Background: an optimization exercise with open tools, aiming at small area and a short achievable clock period. Do not read the settings as production practice.
At most, simulation tests tie the RTL to the original design; equivalence was not proved.

==> trial 7 <==
Design fft, start of the top module:
module fft (
    input clk,
    input rst_n,
    input                   valid_in,
    input wire signed [8:0] FFTInRe,
    input wire signed [8:0] FFTInIm,
    output wire signed [8:0] MDCOutUpRe,
    output wire signed [8:0] MDCOutUpIm,
    output wire signed [8:0] MDCOutDownRe,
    output wire signed [8:0] MDCOutDownIm,
    output wire signed [8:0] FFTOutRe,
    output wire signed [8:0] FFTOutIm
);
    reg  [4:0] ph;
    wire [4:0] ph_n = valid_in ? ph + 5'd1 : ph;    
    wire [4:0] ph_1 = ph + 5'd1;                     
    always @(posedge clk or negedge rst_n)
        if (!rst_n) ph <= 5'd31;
        else        ph <= ph_n;
    localparam E1 = 2;       
    localparam J2 = 2;       
    wire [4:0] q_ins1 = ph_1 + 5'd1 - E1;
    wire [4:0] q_ins2 = ph_1 - 5'd24 - J2;
    wire [4:0] q_s4   = ph_1 + 5'd1;
    wire [4:0] q_s4n  = ph_n + 5'd1;
    wire [1:0] k3n    = ph_1[1:0] - 2'd1;           
    reg ins1, ins2, selr_up;
    reg sel2a_r, sel2a_i, sel3u_r, sel3u_i, sel4u_r, sel4u_i, sel5u_r, sel5u_i;
    reg k4_r, k4_i;
    reg [3:0] rdsel;
    reg [3:0] ix1;
    reg [1:0] rsa, rsb, isa, isb;    
    reg       t3m;
    always @(posedge clk or negedge rst_n)
        if (!rst_n) begin
            ins1 <= 1'b0; ins2 <= 1'b0; selr_up <= 1'b0;
            sel2a_r <= 1'b0; sel2a_i <= 1'b0; sel3u_r <= 1'b0; sel3u_i <= 1'b0;
            sel4u_r <= 1'b0; sel4u_i <= 1'b0; sel5u_r <= 1'b0; sel5u_i <= 1'b0;
            k4_r <= 1'b0; k4_i <= 1'b0;
            rdsel <= 4'd0;
  ...
==> flow/config.mk <==
export PLATFORM = sky130hd
export DESIGN_NAME = fft
export DESIGN_NICKNAME = fft
export VERILOG_FILES = /design/flow/design.v
export SDC_FILE = /design/flow/constraint.sdc
export NUM_CORES = 4
export LEC_CHECK = 0
export CAP_MARGIN = 20
export CORE_MARGIN = 2
export CORE_UTILIZATION = 40
export SLEW_MARGIN = 20
==> flow/constraint.sdc <==
create_clock -name core_clock -period 10.0 [get_ports {clk}]
set_input_delay 2.0000 -clock core_clock [delete_from_list [all_inputs] [get_ports {clk}]]
set_output_delay 2.0000 -clock core_clock [all_outputs]
set_load 0.01 [all_outputs]
standard.sh (not shown) runs the stock make flow with config.mk's settings and CLKGATE_MAP_FILE= SYNTH_SCRIPT=/design/flow/synth_recipe.tcl, a recipe that flattens the netlist after the stock synthesis.
==> flow/flow/run.sh <==
#!/bin/bash
# Standard ORFS layout through the standard.sh (standard synthesis and
# steps) with these changes to how it is optimised:
#  - timing repair aims past the 10 ns clock: repair_timing keeps working
#    until each path has SETUP_SLACK_MARGIN ns of slack, and may resize cells
#    to any footprint (MATCH_CELL_FOOTPRINT=0);
#  - the port buffers are buf_4 rather than the default delay-type buffer;
#  - clock tree sinks are clustered in larger groups (fewer leaf buffers).
# make's full output goes to orfs_make.log here; each ORFS step also writes
# its own log under orfs/logs.
set -euo pipefail
bash standard.sh SETUP_SLACK_MARGIN=6.7 MATCH_CELL_FOOTPRINT=0 \
  "BUFFER_PORTS_ARGS=-buffer_cell sky130_fd_sc_hd__buf_4" \
  CTS_CLUSTER_SIZE=30 CTS_CLUSTER_DIAMETER=100 \
  finish > orfs_make.log 2>&1
==> inputs of build 65, as changes to trial 7 <==
--- a/flow/flow/run.sh
+++ b/flow/flow/run.sh
@@ -12,4 +12,4 @@
 bash standard.sh SETUP_SLACK_MARGIN=6.7 MATCH_CELL_FOOTPRINT=0 \
   "BUFFER_PORTS_ARGS=-buffer_cell sky130_fd_sc_hd__buf_4" \
-  CTS_CLUSTER_SIZE=30 CTS_CLUSTER_DIAMETER=100 \
+  CTS_CLUSTER_SIZE=25 CTS_CLUSTER_DIAMETER=80 \
   finish > orfs_make.log 2>&1
==> summary of the runs <==
In trial 7 the routed wire length is lower than in build 65, by 0.48%. In sequential cell count, trial 7 and build 65 do not differ. Build 65 completed without violations. Trial 7 completed with no timing, DRC or antenna violations. In area after synthesis, trial 7 and build 65 do not differ. In trial 7 the worst setup slack is worse than in build 65, by 0.0080 ns.

---

==> inputs of branch tundra <==
fft, a different RTL version from the one above (not shown whole).
Design fft, start of the top module:
module fft (
    input clk,
    input rst_n,
    input                   valid_in,
    input wire signed [8:0] FFTInRe,
    input wire signed [8:0] FFTInIm,
    output wire signed [8:0] MDCOutUpRe,
    output wire signed [8:0] MDCOutUpIm,
    output wire signed [8:0] MDCOutDownRe,
    output wire signed [8:0] MDCOutDownIm,
    output wire signed [8:0] FFTOutRe,
    output wire signed [8:0] FFTOutIm
);
export LEC_CHECK = 0
export CAP_MARGIN = 20
export CORE_MARGIN = 2
export CORE_UTILIZATION = 40
export SLEW_MARGIN = 20
create_clock -name core_clock -period 10.0 [get_ports {clk}]
==> flow/flow/run.sh <==
#!/bin/bash
# Standard ORFS layout (the standard.sh, standard synthesis), with
# timing repair aimed past the 10 ns clock: repair_timing works until each
# path has SETUP_SLACK_MARGIN ns of slack.
set -euo pipefail
bash standard.sh SETUP_SLACK_MARGIN=6.5 finish > orfs_make.log 2>&1
==> branch lagoon: changes against branch tundra <==
--- a/flow/design.v
+++ b/flow/design.v
@@ -199,51 +199,48 @@
     reg  [17:0] s3 [0:3];
     wire [8:0]  bf3_p_re = sel3u_r ? s3[3][17:9] : s2[7][17:9];
     wire [8:0]  bf3_q_re = sel3u_r ? bf2_x0_re : s2[3][17:9];
     wire [8:0]  bf3_r_re = sel3u_r ? bf2_x1_re : 9'd0;
     wire [8:0]  bf3_p_im = sel3u_i ? s3[3][8:0] : s2[7][8:0];
     wire [8:0]  bf3_q_im = sel3u_i ? bf2_x0_im : s2[3][8:0];
     wire [8:0]  bf3_r_im = sel3u_i ? bf2_x1_im : 9'd0;
-    wire [8:0]  bf3_x1_re = sel3u_r ? u2_re : s2[3][17:9];
-    wire [8:0]  bf3_x1_im = sel3u_i ? u2_im : s2[3][8:0];
+    wire ov2_re = sel3u_r & (bf2_x0_re[8] ~^ bf2_x1_re[8]) & (u2_re[8] ^ bf2_x0_re[8]);
+    wire ov2_im = sel3u_i & (bf2_x0_im[8] ~^ bf2_x1_im[8]) & (u2_im[8] ^ bf2_x0_im[8]);
+    wire [9:0]  dd3_re = {bf3_p_re[8], bf3_p_re} - {bf3_q_re[8], bf3_q_re} - {bf3_r_re[8], bf3_r_re};
+    wire [9:0]  dd3_im = {bf3_p_im[8], bf3_p_im} - {bf3_q_im[8], bf3_q_im} - {bf3_r_im[8], bf3_r_im};
     reg  [17:0] u3;
-    reg  [17:0] x3, x3b;             
+    reg  [9:0]  d3_re, d3_im;
     always @(posedge clk) begin
         s3[0] <= {u2_re, u2_im};
         for (i = 1; i < 4; i = i + 1) s3[i] <= s3[i-1];
         u3[17:9] <= bf3_p_re + bf3_q_re + bf3_r_re;
         u3[8:0]  <= bf3_p_im + bf3_q_im + bf3_r_im;
-        x3  <= {bf3_p_re, bf3_p_im};
-        x3b <= {bf3_x1_re, bf3_x1_im};
+        d3_re <= dd3_re ^ {ov2_re, 9'd0};
+        d3_im <= dd3_im ^ {ov2_im, 9'd0};
     end
-    wire [10:0] e_r  = {{2{x3[17]}},  x3[17:9]},  e_i  = {{2{x3[8]}},  x3[8:0]};
-    wire [10:0] e_br = {{2{x3b[17]}}, x3b[17:9]}, e_bi = {{2{x3b[8]}}, x3b[8:0]};
+    wire [10:0] e_r = {d3_re[9], d3_re}, e_i = {d3_im[9], d3_im};
     function [10:0] sgn;     
         input [1:0] s;
         input [10:0] v;
         begin
             sgn = s[1] ? v : s[0] ? ~v : 11'd0;
         end
     endfunction
-    wire [10:0] t_re = sgn(rsa, e_r) + sgn({rsa[0], rsa[1]}, e_br)
-                     + sgn(rsb, e_i) + sgn({rsb[0], rsb[1]}, e_bi)
-                     + {10'd0, |rsa} + {10'd0, |rsb};
-    wire [10:0] t_im = sgn(isa, e_r) + sgn({isa[0], isa[1]}, e_br)
-                     + sgn(isb, e_i) + sgn({isb[0], isb[1]}, e_bi)
-                     + {10'd0, |isa} + {10'd0, |isb};
+    wire [10:0] t_re = sgn(rsa, e_r) + sgn(rsb, e_i) + {10'd0, rsa[0]} + {10'd0, rsb[0]};
+    wire [10:0] t_im = sgn(isa, e_r) + sgn(isb, e_i) + {10'd0, isa[0]} + {10'd0, isb[0]};
     reg  [10:0] t3_re, t3_im;
     reg         t3_mul;
     always @(posedge clk) begin
         t3_mul <= t3m;
         t3_re  <= t_re;
         t3_im  <= t_im;
     end
-    wire signed [10:0] t3_re_s = t3_re, t3_im_s = t3_im;
-    wire signed [17:0] p3_re = t3_re_s * 18'sd90;
-    wire signed [17:0] p3_im = t3_im_s * 18'sd90;
+    wire [15:0] w3_re = {{5{t3_re[10]}}, t3_re}, w3_im = {{5{t3_im[10]}}, t3_im};
+    wire [15:0] p3_re = (w3_re << 6) + (w3_re << 4) + (w3_re << 3) + (w3_re << 1);
+    wire [15:0] p3_im = (w3_im << 6) + (w3_im << 4) + (w3_im << 3) + (w3_im << 1);
     reg  [17:0] v3;
     reg  [17:0] l4 [0:1];
     always @(posedge clk) begin
         v3 <= t3_mul ? {p3_re[15:7], p3_im[15:7]} : {t3_re[8:0], t3_im[8:0]};
         l4[0] <= v3;
         l4[1] <= l4[0];
     end
==> flow/flow/run.sh (replaced) <==
#!/bin/bash
# Standard ORFS layout through the standard.sh (standard synthesis and
# steps), with timing repair aimed past the 10 ns clock: repair_timing keeps
# working until each path has SETUP_SLACK_MARGIN ns of slack.  make's full
# output goes to orfs_make.log here; each ORFS step also logs under orfs/logs.
set -euo pipefail
bash standard.sh SETUP_SLACK_MARGIN=6.6 finish > orfs_make.log 2>&1
==> results.toml <==
[outcome]
status = "finished clean"

[worst_hold_path]
min_from = "s2[6][5]"

[timing]
fmax_mhz = 262.0

[floorplanning]
initial_utilization = 0.4018
Source of the figures above: branch tundra

==> results.toml <==
[cells_and_area]
layout_common_cells = "1624 x dfxtp_1, 670 x inv_1, 427 x nand2_1, 372 x fa_1, 358 x ha_1"

[critical_path]
crit_start = "sel2a_i"

[yosys]
synth_simple_gate_area_frac = 0.05583

[outcome]
status = "finished clean"

[floorplanning]
initial_utilization = 0.4027

[timing]
fmax_mhz = 299.9

[worst_hold_path]
min_from = "dl[0][6]"
Source of the figures above: branch lagoon

The RTL of branch tundra was laid out without a check of its function.

---

==> inputs of sierra <==
Another version of the RTL of fft (not shown whole).
Settings: LEC_CHECK=0, CAP_MARGIN=20, CORE_MARGIN=2, CORE_UTILIZATION=60, SLEW_MARGIN=20; clock period 10.0 ns.
==> flow/flow/run.sh <==
#!/bin/bash
# Standard ORFS layout through the standard.sh (standard synthesis and
# steps) with these changes to how it is optimised:
#  - timing repair aims past the 10 ns clock: repair_timing keeps working
#    until each path has SETUP_SLACK_MARGIN ns of slack, and may resize cells
#    to any footprint (MATCH_CELL_FOOTPRINT=0);
#  - the port buffers are buf_4 rather than the default delay-type buffer;
#  - clock tree sinks are clustered in larger groups (fewer leaf buffers).
# make's full output goes to orfs_make.log here; each ORFS step also writes
# its own log under orfs/logs.
set -euo pipefail
bash standard.sh SETUP_SLACK_MARGIN=6.85 MATCH_CELL_FOOTPRINT=0 \
  "BUFFER_PORTS_ARGS=-buffer_cell sky130_fd_sc_hd__buf_4" \
  CTS_CLUSTER_SIZE=25 CTS_CLUSTER_DIAMETER=80 \
  finish > orfs_make.log 2>&1
==> indigo: changes against sierra <==
--- a/flow/design.v
+++ b/flow/design.v
@@ -125,28 +125,28 @@
     reg ins1, ins2, selr_up;
     reg sel3u_r, sel3u_i, sel4u_r, sel4u_i, sel5u_r, sel5u_i;
     reg k4_r, k4_i;
     reg [3:0] rdsel;
     reg [3:0] ix1;
-    reg sel2a_e, sel3u_e, sel4q_e, sel5u_e;
+    reg sel2a_e, sel3u_e, sel4u_e, sel5u_e;
     wire [4:0] ph_2 = ph_1 + 5'd1;
-    wire [4:0] ph_4 = ph_1 + 5'd3;
+    wire [4:0] ph_3 = ph_1 + 5'd2;
     reg [1:0] rsa, rsb, isa, isb;    
     reg       t3m;
     always @(posedge clk or negedge rst_n)
         if (!rst_n) begin
             ins1 <= 1'b0; ins2 <= 1'b0; selr_up <= 1'b0;
             sel3u_r <= 1'b0; sel3u_i <= 1'b0;
             sel4u_r <= 1'b0; sel4u_i <= 1'b0; sel5u_r <= 1'b0; sel5u_i <= 1'b0;
             k4_r <= 1'b0; k4_i <= 1'b0;
-            sel2a_e <= 1'b0; sel3u_e <= 1'b0; sel4q_e <= 1'b0; sel5u_e <= 1'b0;
+            sel2a_e <= 1'b0; sel3u_e <= 1'b0; sel4u_e <= 1'b0; sel5u_e <= 1'b0;
             rdsel <= 4'd0;
             rsa <= 2'd0; rsb <= 2'd0; isa <= 2'd0; isb <= 2'd0; t3m <= 1'b0;
         end else begin
             ins1    <= q_ins1[4];                    
             ins2    <= ~q_ins2[4];                   
-            selr_up <= ~ph_1[4];                     
+            selr_up <= (ph_1 >= 5'd1) && (ph_1 <= 5'd16);
             sel3u_r <= ph_1[2];                      
             sel3u_i <= ph_n[2];
             sel4u_r <= ~q_s4[1];
             sel4u_i <= ~q_s4n[1];
             sel5u_r <= ~ph_1[0];
@@ -154,11 +154,11 @@
             k4_r    <= ~ph_1[0];
             k4_i    <= ~ph_n[0];
             rdsel   <= ph_1[3:0];
             sel2a_e <= ph_2[4];                      
             sel3u_e <= ph_2[2];
-            sel4q_e <= ~ph_4[1];                     
+            sel4u_e <= ~ph_3[1];
             sel5u_e <= ph_1[0];
             t3m <= k3n[0];
             case (k3n)
                 2'd0: begin rsa <= 2'b10; rsb <= 2'b00; isa <= 2'b00; isb <= 2'b10; end
                 2'd1: begin rsa <= 2'b10; rsb <= 2'b10; isa <= 2'b01; isb <= 2'b10; end
@@ -242,71 +242,71 @@
         t3_im  <= t_im;
     end
     wire [15:0] w3_re = {{5{t3_re[10]}}, t3_re}, w3_im = {{5{t3_im[10]}}, t3_im};
     wire [15:0] p3_re = (w3_re << 6) + (w3_re << 4) + (w3_re << 3) + (w3_re << 1);
     wire [15:0] p3_im = (w3_im << 6) + (w3_im << 4) + (w3_im << 3) + (w3_im << 1);
-    reg  [17:0] v3;
-    always @(posedge clk)
+    reg  [17:0] v3, l4;
+    always @(posedge clk) begin
         v3 <= t3_mul ? {p3_re[15:7], p3_im[15:7]} : {t3_re[8:0], t3_im[8:0]};
-    reg  [17:0] q4, p4;
+        l4 <= v3;
+    end
+    reg  [17:0] s4, p4;
     wire [8:0]  bf4_x0_re = p4[17:9], bf4_x0_im = p4[8:0];
     wire [8:0]  bf4_x1_re = sel4u_r ? u3[17:9] : v3[17:9];
     wire [8:0]  bf4_x1_im = sel4u_i ? u3[8:0] : v3[8:0];
     wire [8:0]  u4_re = bf4_x0_re + bf4_x1_re;
     wire [8:0]  u4_im = bf4_x0_im + bf4_x1_im;
     wire [8:0]  v4_re = k4_r ? bf4_x0_im - bf4_x1_im : bf4_x0_re - bf4_x1_re;
     wire [8:0]  v4_im = k4_i ? bf4_x1_re - bf4_x0_re : bf4_x0_im - bf4_x1_im;
     reg  [17:0] p5, l5;
     always @(posedge clk) begin
-        q4 <= sel4q_e ? u3 : v3;
-        p4 <= q4;
+        s4 <= u3;
+        p4 <= sel4u_e ? s4 : l4;
         p5 <= sel5u_e ? {u4_re, u4_im} : l5;
         l5 <= {v4_re, v4_im};
     end
     wire [8:0]  bf5_p_re = p5[17:9], bf5_p_im = p5[8:0];
     wire [8:0]  bf5_q_re = sel5u_r ? bf4_x0_re : l5[17:9];
     wire [8:0]  bf5_r_re = sel5u_r ? bf4_x1_re : 9'd0;
     wire [8:0]  bf5_q_im = sel5u_i ? bf4_x0_im : l5[8:0];
     wire [8:0]  bf5_r_im = sel5u_i ? bf4_x1_im : 9'd0;
-    wire [8:0]  mu_re = bf5_p_re + bf5_q_re + bf5_r_re;
-    wire [8:0]  mu_im = bf5_p_im + bf5_q_im + bf5_r_im;
-    wire [8:0]  md_re = bf5_p_re - bf5_q_re - bf5_r_re;
-    wire [8:0]  md_im = bf5_p_im - bf5_q_im - bf5_r_im;
     reg  [17:0] mu, md;
     always @(posedge clk) begin
-        mu <= {mu_re, mu_im};
-        md <= {md_re, md_im};
+        mu[17:9] <= bf5_p_re + bf5_q_re + bf5_r_re;
+        mu[8:0]  <= bf5_p_im + bf5_q_im + bf5_r_im;
+        md[17:9] <= bf5_p_re - bf5_q_re - bf5_r_re;
+        md[8:0]  <= bf5_p_im - bf5_q_im - bf5_r_im;
     end
     assign MDCOutUpRe   = mu[17:9];
     assign MDCOutUpIm   = mu[8:0];
     assign MDCOutDownRe = md[17:9];
     assign MDCOutDownIm = md[8:0];
-    reg  [17:0] dl [0:14];
-    reg  [17:0] r  [0:24];
+    reg  [17:0] dl [0:15];
+    reg  [17:0] r  [0:23];
     reg  [17:0] fo;
     always @(posedge clk) begin
         dl[0] <= md;
-        for (i = 1; i < 15; i = i + 1) dl[i] <= dl[i-1];
-        r[0] <= selr_up ? {mu_re, mu_im} : dl[14];
-        for (i = 1; i < 25; i = i + 1) r[i] <= r[i-1];
+        for (i = 1; i < 16; i = i + 1) dl[i] <= dl[i-1];
+        r[0] <= selr_up ? mu : dl[15];
+        for (i = 1; i < 24; i = i + 1) r[i] <= r[i-1];
         case (rdsel)    
-            4'd0:  fo <= r[15];
-            4'd1:  fo <= r[8];
-            4'd2:  fo <= r[13];
-            4'd3:  fo <= r[6];
-            4'd4:  fo <= r[17];
-            4'd5:  fo <= r[10];
-            4'd6:  fo <= r[15];
-            4'd7:  fo <= r[8];
-            4'd8:  fo <= r[22];
-            4'd9:  fo <= r[15];
-            4'd10: fo <= r[20];
-            4'd11: fo <= r[13];
-            4'd12: fo <= r[24];
-            4'd13: fo <= r[17];
-            4'd14: fo <= r[22];
-            default: fo <= r[15];
+            4'd0:  fo <= r[14];
+            4'd1:  fo <= r[7];
+            4'd2:  fo <= r[12];
+            4'd3:  fo <= r[5];
+            4'd4:  fo <= r[16];
+            4'd5:  fo <= r[9];
+            4'd6:  fo <= r[14];
+            4'd7:  fo <= r[7];
+            4'd8:  fo <= r[21];
+            4'd9:  fo <= r[14];
+            4'd10: fo <= r[19];
+            4'd11: fo <= r[12];
+            4'd12: fo <= r[23];
+            4'd13: fo <= r[16];
+            4'd14: fo <= r[21];
+            default: fo <= r[14];
         endcase
     end
     assign FFTOutRe = fo[17:9];
     assign FFTOutIm = fo[8:0];
 endmodule
--- a/flow/flow/run.sh
+++ b/flow/flow/run.sh
@@ -7,9 +7,9 @@
 #  - the port buffers are buf_4 rather than the default delay-type buffer;
 #  - clock tree sinks are clustered in larger groups (fewer leaf buffers).
 # make's full output goes to orfs_make.log here; each ORFS step also writes
 # its own log under orfs/logs.
 set -euo pipefail
-bash standard.sh SETUP_SLACK_MARGIN=6.85 MATCH_CELL_FOOTPRINT=0 \
+bash standard.sh SETUP_SLACK_MARGIN=6.7 MATCH_CELL_FOOTPRINT=0 \
   "BUFFER_PORTS_ARGS=-buffer_cell sky130_fd_sc_hd__buf_4" \
   CTS_CLUSTER_SIZE=25 CTS_CLUSTER_DIAMETER=80 \
   finish > orfs_make.log 2>&1
Settings changed: CORE_UTILIZATION 60 to 40.
==> qor summary <==
Share of final layout cell area taken by non-clock buffers: sierra 0.0242; indigo 0.0172
Critical path startpoint: sierra md[8]; indigo mu[11]
R2R Path End: sierra t3_im[10]; indigo mul1.ia[4]
Share of flip-flops with an asynchronous set or reset after synthesis: sierra 0.0134; indigo 0.0127
Depth of the worst register-to-register path: sierra 13; indigo 8
Met2 layer usage reported by global route: sierra 0.416; indigo 0.283
Syn Inst Count: sierra 5,646; indigo 5,647
Core area: sierra 107,000 µm²; indigo 162,000 µm²
Worst skew pair latency: sierra 0.70 ns; indigo 0.77 ns
Number of nets produced by synthesis: sierra 6,424; indigo 6,420
CTS sink count: sierra 1,715; indigo 1,732
Area Growth Syn to Fin: sierra 9.15%; indigo 10.2%
Global-route wire length before repair: sierra 210 mm; indigo 213 mm
Area fraction in and, or, nand and nor cells after synthesis: sierra 0.0576; indigo 0.0557
Post-route clock period utilization: sierra 0.319; indigo 0.327
Total cell area at the placement stage: sierra 66,900 µm²; indigo 68,100 µm²
Diode insertion count for antenna repair: sierra 1; indigo 0
Number of multi-input combinational cells in the layout: sierra 3,090; indigo 3,074
Tapcells: sierra 1,403; indigo 2,175
Outcome: sierra no timing/DRC/antenna violations; indigo no timing/DRC/antenna violations
Final GP Congestion: sierra 0.876; indigo 0.884

re-timing with driven ports:
The results above use ideal ports. As a check the final layouts listed here were re-extracted and re-timed, cells and wires unchanged. Step 1, drivers: a clkbuf_16 drives clk and a buf_2 each remaining input, both assumed. Step 2 also shifts input and output timing later by t, the mid clock arrival at the registers, as if the neighbouring blocks saw the same clock. a / b / c = no drivers / after step 1 / after step 2; a / b = the first two.
| run | t (ns) | setup WS [ns] | hold slack, ns | worst register clock-pin slew, ns | pins driven straight from the clock port |
|---|---|---|---|---|---|
| trial 7 | 0.794 | 6.707 / 6.686 / 6.134 | 0.318 / 0.318 / 0.318 | 0.12 / 0.12 | 1 |
| build 65 | 0.828 | 6.715 / 6.659 / 6.119 | 0.311 / 0.311 / 0.311 | 0.11 / 0.11 | 1 |
| branch tundra | 0.851 | 6.183 / 6.183 / 5.778 | 0.286 / 0.286 / 0.286 | 0.07 / 0.07 | 1 |
| branch lagoon | 0.866 | 6.666 / 6.596 / 5.867 | 0.312 / 0.312 / 0.312 | 0.07 / 0.07 | 1 |
| sierra | 0.748 | 6.807 / 6.739 / 6.266 | 0.323 / 0.323 / 0.323 | 0.10 / 0.10 | 1 |
| indigo | 0.812 | 6.733 / 6.660 / 6.113 | 0.302 / 0.302 / 0.302 | 0.11 / 0.11 | 1 |
After both steps setup and hold are still met in every run listed. The setup slack of branch lagoon, which loses most, moves by -0.070 ns with the drivers and by -0.799 ns with both steps.
